Source: an optimization exercise on an open RTL-to-GDS flow (aim: small area). Production flows keep margins and buffers that such runs may drop. Function was checked by simulation only, so behaviour that the tests miss may differ from the original. The clock input has no modelled driver; a real chip could not lean on it and would need a root buffer or a full tree. Power is estimated from default activity; no workload was simulated.

job 8545:
Design FSM, start of the top module:
module FSM(
    input clk,
    input rst,
    input btnL,
    input btnR,
    input [7:0] sw,
    output [3:0] an,
    output reg [6:0] seg,
    output reg [3:0] led
    );
Size: roughly 230 cells after synthesis.
export LEC_CHECK = 0
export ABC_AREA = 1
export CAP_MARGIN = 20
export CORE_AREA = 2.3 2.72 60.7 60.3
export DIE_AREA = 0 0 63 63
export GPL_TIMING_DRIVEN = 0
export PLACE_DENSITY = 0.95
export SLEW_MARGIN = 20
create_clock -name core_clock -period 10.0 [get_ports {clk}]
standard.sh (not shown) runs the stock make flow with config.mk's settings and CLKGATE_MAP_FILE= SYNTH_SCRIPT=/design/flow/synth_recipe.tcl, a recipe that flattens the netlist after the stock synthesis.
==> flow/flow/run.sh <==
#!/bin/bash
# Layout flow:
# 1. the standard synthesis script, without the adder-cell extraction;
# 2. its combinational logic re-mapped for area by ABC: flow/netlist.v, a
#    netlist found by a longer run of the same search before (gen/), is used
#    as the starting point if yosys proves it equal to step 1's netlist; then
#    rounds of the search: each round starts several seeded runs (deepsyn,
#    then mapping) from the smallest netlist so far. Flip-flops are untouched
#    and the result is proven equal to step 1's netlist with yosys;
# 3. the standard ORFS layout, with buf_1 port buffers and the clock buffered
#    by a few buffers from flow/clkbuf.tcl in place of TritonCTS's tree.
set -uo pipefail
W=$(pwd)
RES=$W/orfs/results/$FLOW_PLATFORM/FSM/base
LIB=$FLOW_HOME/platforms/sky130hd/lib/sky130_fd_sc_hd__tt_025C_1v80.lib
P=${NUM_CORES:-4}
ROUNDS=${FLOW_RS_ROUNDS:-4}

bash standard.sh ADDER_MAP_FILE= $RES/1_2_yosys.v > 1_synth.log 2>&1 || exit 1
cp $RES/1_2_yosys.v $W/synth_std.v

subst() {  # template out in.v out.v abc-script
  sed -e "s|@LIB@|$LIB|g" -e "s|@IN@|$3|g" -e "s|@OUT@|$4|g" \
      -e "s|@ABC@|$5|g" -e "s|@TOP@|$FLOW_TOP|g" "$1" > "$2"
}
area_of() { grep "Chip area" "$1" 2>/dev/null | tail -1 | awk '{print $NF}'; }

mkdir -p rs
best=$W/synth_std.v
best_area=1e9
if [ -f flow/netlist.v ]; then
  subst flow/equiv.ys equiv_pre.ys $W/synth_std.v $W/flow/netlist.v none
  subst flow/area.ys area_pre.ys $W/flow/netlist.v none none
  if yosys -s equiv_pre.ys > 2_equiv_pre.log 2>&1 && yosys -s area_pre.ys > 2_area_pre.log 2>&1; then
    best=$W/flow/netlist.v
    best_area=$(area_of 2_area_pre.log)
    echo "flow/netlist.v proven equal to the standard netlist; starting from it ($best_area)"
  else
    echo "flow/netlist.v not proven equal; starting from the standard netlist"
  fi
fi
for r in $(seq 1 $ROUNDS); do
  for c in $(seq 1 $P); do
    seed=$(( (r * P + c) % 101 ))
    if [ $c -eq $P ]; then map="&get -n; &dch -f; &nf -a -p -R 1000; &put"; else map="dch -f; amap"; fi
    echo "strash; &get -n; &deepsyn -T 20 -S $seed; &put; $map" | tr ';' '\n' > rs/r${r}_$c.abc
    subst flow/resynth.ys rs/r${r}_$c.ys $best $W/rs/r${r}_$c.v $W/rs/r${r}_$c.abc
  done
  for c in $(seq 1 $P); do echo $c; done | \
    xargs -P $P -I{} sh -c "yosys -s rs/r${r}_{}.ys > rs/r${r}_{}.log 2>&1"
  for c in $(seq 1 $P); do
    a=$(area_of rs/r${r}_$c.log)
    [ -z "$a" ] && continue
    if awk "BEGIN{exit !($a < $best_area)}"; then best=$W/rs/r${r}_$c.v; best_area=$a; fi
  done
  echo "round $r: best so far $best_area ($best)"
done

if [ "$best" != "$W/synth_std.v" ]; then
  subst flow/equiv.ys equiv.ys $W/synth_std.v $best none
  if yosys -s equiv.ys > 2_equiv.log 2>&1; then
    echo "re-mapped netlist $best ($best_area) proven equal; using it"
    # cells whose _0 size has the same area as _1: take the stronger _1
    sed -E 's/sky130_fd_sc_hd__(a21boi|and2|o21ai|o311ai|or2)_0 /sky130_fd_sc_hd__\1_1 /' $best > $W/synth_final.v
    subst flow/equiv.ys equiv_final.ys $W/synth_std.v $W/synth_final.v none
    if yosys -s equiv_final.ys > 2_equiv_final.log 2>&1; then
      cp $W/synth_final.v $RES/1_2_yosys.v
    else
      cp $best $RES/1_2_yosys.v
    fi
    touch $RES/1_2_yosys.v
  else
    echo "re-mapped netlist not proven equal; keeping the standard netlist"
  fi
fi

export FLOW_FLOW_DIR=$W/flow
export FLOW_CLOCK_SLEW_LIMIT=0.105
bash standard.sh \
  "BUFFER_PORTS_ARGS=-buffer_cell sky130_fd_sc_hd__buf_1" \
  "PRE_CTS_TCL=$W/flow/pre_cts.tcl" \
  finish > 3_layout.log 2>&1 || exit 1
==> flow/flow/pre_cts.tcl <==
# PRE_CTS hook: replace TritonCTS with the clock buffering of clkbuf.tcl;
# cts.tcl then legalizes the placement and repairs timing as usual.
source $::env(FLOW_FLOW_DIR)/clkbuf.tcl
rename clock_tree_synthesis my_tritoncts
proc clock_tree_synthesis { args } {
  my_clock_tree $::env(FLOW_CLOCK_SLEW_LIMIT)
}
Other scripts of this flow, unchanged in this note and not shown: flow/flow/area.ys, flow/flow/clkbuf.tcl, flow/flow/equiv.ys, flow/flow/netlist.v, flow/flow/resynth.ys
Having completed the whole flow, job 8545 delivered a layout that passed the timing, design-rule and antenna checks.
[inputs] job 4978 vs job 8545
Settings: PLACE_DENSITY changed from 0.95 to 0.85.
--- a/flow/flow/run.sh
+++ b/flow/flow/run.sh
@@ -15,5 +15,5 @@
 LIB=$FLOW_HOME/platforms/sky130hd/lib/sky130_fd_sc_hd__tt_025C_1v80.lib
 P=${NUM_CORES:-4}
-ROUNDS=${FLOW_RS_ROUNDS:-4}
+ROUNDS=${FLOW_RS_ROUNDS:-1}
 
 bash standard.sh ADDER_MAP_FILE= $RES/1_2_yosys.v > 1_synth.log 2>&1 || exit 1
@@ -76,5 +76,5 @@
 
 export FLOW_FLOW_DIR=$W/flow
-export FLOW_CLOCK_SLEW_LIMIT=0.105
+export FLOW_CLOCK_SLEW_LIMIT=0.110
 bash standard.sh \
   "BUFFER_PORTS_ARGS=-buffer_cell sky130_fd_sc_hd__buf_1" \
[summary]
- Between job 4978 and job 8545, it is job 4978 whose met2 track demand over resource in global routing is lower, by 0.80 points.
- Relative to job 8545, clock network power consumption has gone up in job 4978.
- Looking at first-pass GRT wire length across job 4978 and job 8545, the one that comes out higher is job 8545.
- Job 4978: fraction of met1 tracks used by global routing lower than job 8545
- Compared to job 8545, job 4978 has time the worst path needs with I/O delays and setup 0.19 ns lower.
- The cell-internal power was comparable across job 4978 and job 8545.
- Job 4978 vs. job 8545: remaining max-slew budget at the tightest pin now sits at about the same level; final HPWL from detailed placement saw a decrease.
Setup changes, job 4978 to job 4977
Settings: clearing PLACE_DENSITY, which used to be 0.85.
--- a/flow/flow/run.sh
+++ b/flow/flow/run.sh
@@ -15,5 +15,5 @@
 LIB=$FLOW_HOME/platforms/sky130hd/lib/sky130_fd_sc_hd__tt_025C_1v80.lib
 P=${NUM_CORES:-4}
-ROUNDS=${FLOW_RS_ROUNDS:-1}
+ROUNDS=${FLOW_RS_ROUNDS:-2}
 
 bash standard.sh ADDER_MAP_FILE= $RES/1_2_yosys.v > 1_synth.log 2>&1 || exit 1
@@ -61,6 +61,6 @@
   if yosys -s equiv.ys > 2_equiv.log 2>&1; then
     echo "re-mapped netlist $best ($best_area) proven equal; using it"
-    # cells whose _0 size has the same area as _1: take the stronger _1
-    sed -E 's/sky130_fd_sc_hd__(a21boi|and2|o21ai|o311ai|or2)_0 /sky130_fd_sc_hd__\1_1 /' $best > $W/synth_final.v
+    # take the stronger _1 size of the _0 cells (the same area but for a2111oi)
+    sed -E 's/sky130_fd_sc_hd__(a21boi|and2|o21ai|o311ai|or2|a2111oi)_0 /sky130_fd_sc_hd__\1_1 /' $best > $W/synth_final.v
     subst flow/equiv.ys equiv_final.ys $W/synth_std.v $W/synth_final.v none
     if yosys -s equiv_final.ys > 2_equiv_final.log 2>&1; then
Findings:
Summary of job 4977 over job 4978: switching power summed over all nets saw a decrease, worst setup slack saw little to no change, cell area after layout saw an increase, wire length saw an increase. Any difference in synthesized area between job 4977 and job 4978 is small enough to ignore. Compared job 4977 against job 4978; sequential share of layout area within noise. When the final numbers for job 4978 and job 4977 were put side by side, the last weighted congestion value of the routability-driven placer turned out to be smaller in job 4977. Job 4977 against job 4978: final hold slack essentially unchanged; overall power after layout decreased about 0.6%; internal power contribution essentially unchanged; final critical-path required period essentially unchanged.
Input changes introduced in job 2512 (baseline for comparison: job 4977):
Settings: PLACE_DENSITY newly set to 0.95.
--- a/flow/flow/run.sh
+++ b/flow/flow/run.sh
@@ -15,5 +15,5 @@
 LIB=$FLOW_HOME/platforms/sky130hd/lib/sky130_fd_sc_hd__tt_025C_1v80.lib
 P=${NUM_CORES:-4}
-ROUNDS=${FLOW_RS_ROUNDS:-2}
+ROUNDS=${FLOW_RS_ROUNDS:-1}
 
 bash standard.sh ADDER_MAP_FILE= $RES/1_2_yosys.v > 1_synth.log 2>&1 || exit 1
@@ -61,6 +61,6 @@
   if yosys -s equiv.ys > 2_equiv.log 2>&1; then
     echo "re-mapped netlist $best ($best_area) proven equal; using it"
-    # take the stronger _1 size of the _0 cells (the same area but for a2111oi)
-    sed -E 's/sky130_fd_sc_hd__(a21boi|and2|o21ai|o311ai|or2|a2111oi)_0 /sky130_fd_sc_hd__\1_1 /' $best > $W/synth_final.v
+    # cells whose _0 size has the same area as _1: take the stronger _1
+    sed -E 's/sky130_fd_sc_hd__(a21boi|and2|o21ai|o311ai|or2)_0 /sky130_fd_sc_hd__\1_1 /' $best > $W/synth_final.v
     subst flow/equiv.ys equiv_final.ys $W/synth_std.v $W/synth_final.v none
     if yosys -s equiv_final.ys > 2_equiv_final.log 2>&1; then
--- outcome ---
Of job 2512 and job 4977, the run reporting the higher longest individual stage delay on the worst path was job 2512. Compared to job 4977, the routing of job 2512 uses more wire. Job 2512 vs. job 4977: wire length of the first global-routing pass shrank by 190 um, cell leakage power shrank by 0.0038 nW. Changes observed in job 2512 relative to job 4977: post-detailed-placement half-perimeter wirelength neither gained nor lost much, share of power burned in combinational logic +0.4 points, last weighted congestion value of the routability-driven placer moved up. Layout-stage area growth over the synthesis result in job 2512 vs job 4977: down 0.50 points.
No run of this note takes its clock network from TritonCTS; it comes from the design's own scripts or RTL.

-- port drivers added, routing unchanged --
Ports are ideal in the flow. The routed layouts listed here were re-timed in OpenROAD.
Step 1 (the two cells are an assumption about what drives the block):
set clk [get_ports {clk}]
set_driving_cell -lib_cell sky130_fd_sc_hd__clkbuf_16 $clk
set_driving_cell -lib_cell sky130_fd_sc_hd__buf_2 [delete_from_list [all_inputs] $clk]
Step 2, shift: input delay + t, output delay - t, t = (earliest + latest rising clock arrival at the registers) / 2. This alone moves slack from input paths to output paths.
Slacks: no drivers / after step 1 / after step 2; pairs: no drivers / after step 1.
run	t, ns	slack for setup (ns)	worst hold slack (ns)	worst slew at a driven data input, ns
job 8545	0.168	4.178 / 4.196 / 4.028	0.425 / 0.425 / 0.425	0.03
job 4978	0.168	4.371 / 4.386 / 4.218	0.418 / 0.418 / 0.418	0.03
job 4977	0.173	4.371 / 4.395 / 4.222	0.418 / 0.418 / 0.418	0.03
job 2512	0.197	4.259 / 4.270 / 4.073	0.428 / 0.428 / 0.428	0.03
After both steps setup and hold are still met in every run listed. For job 2512, which loses most, drivers alone change the setup slack by +0.011 ns; drivers and shift together by -0.186 ns.
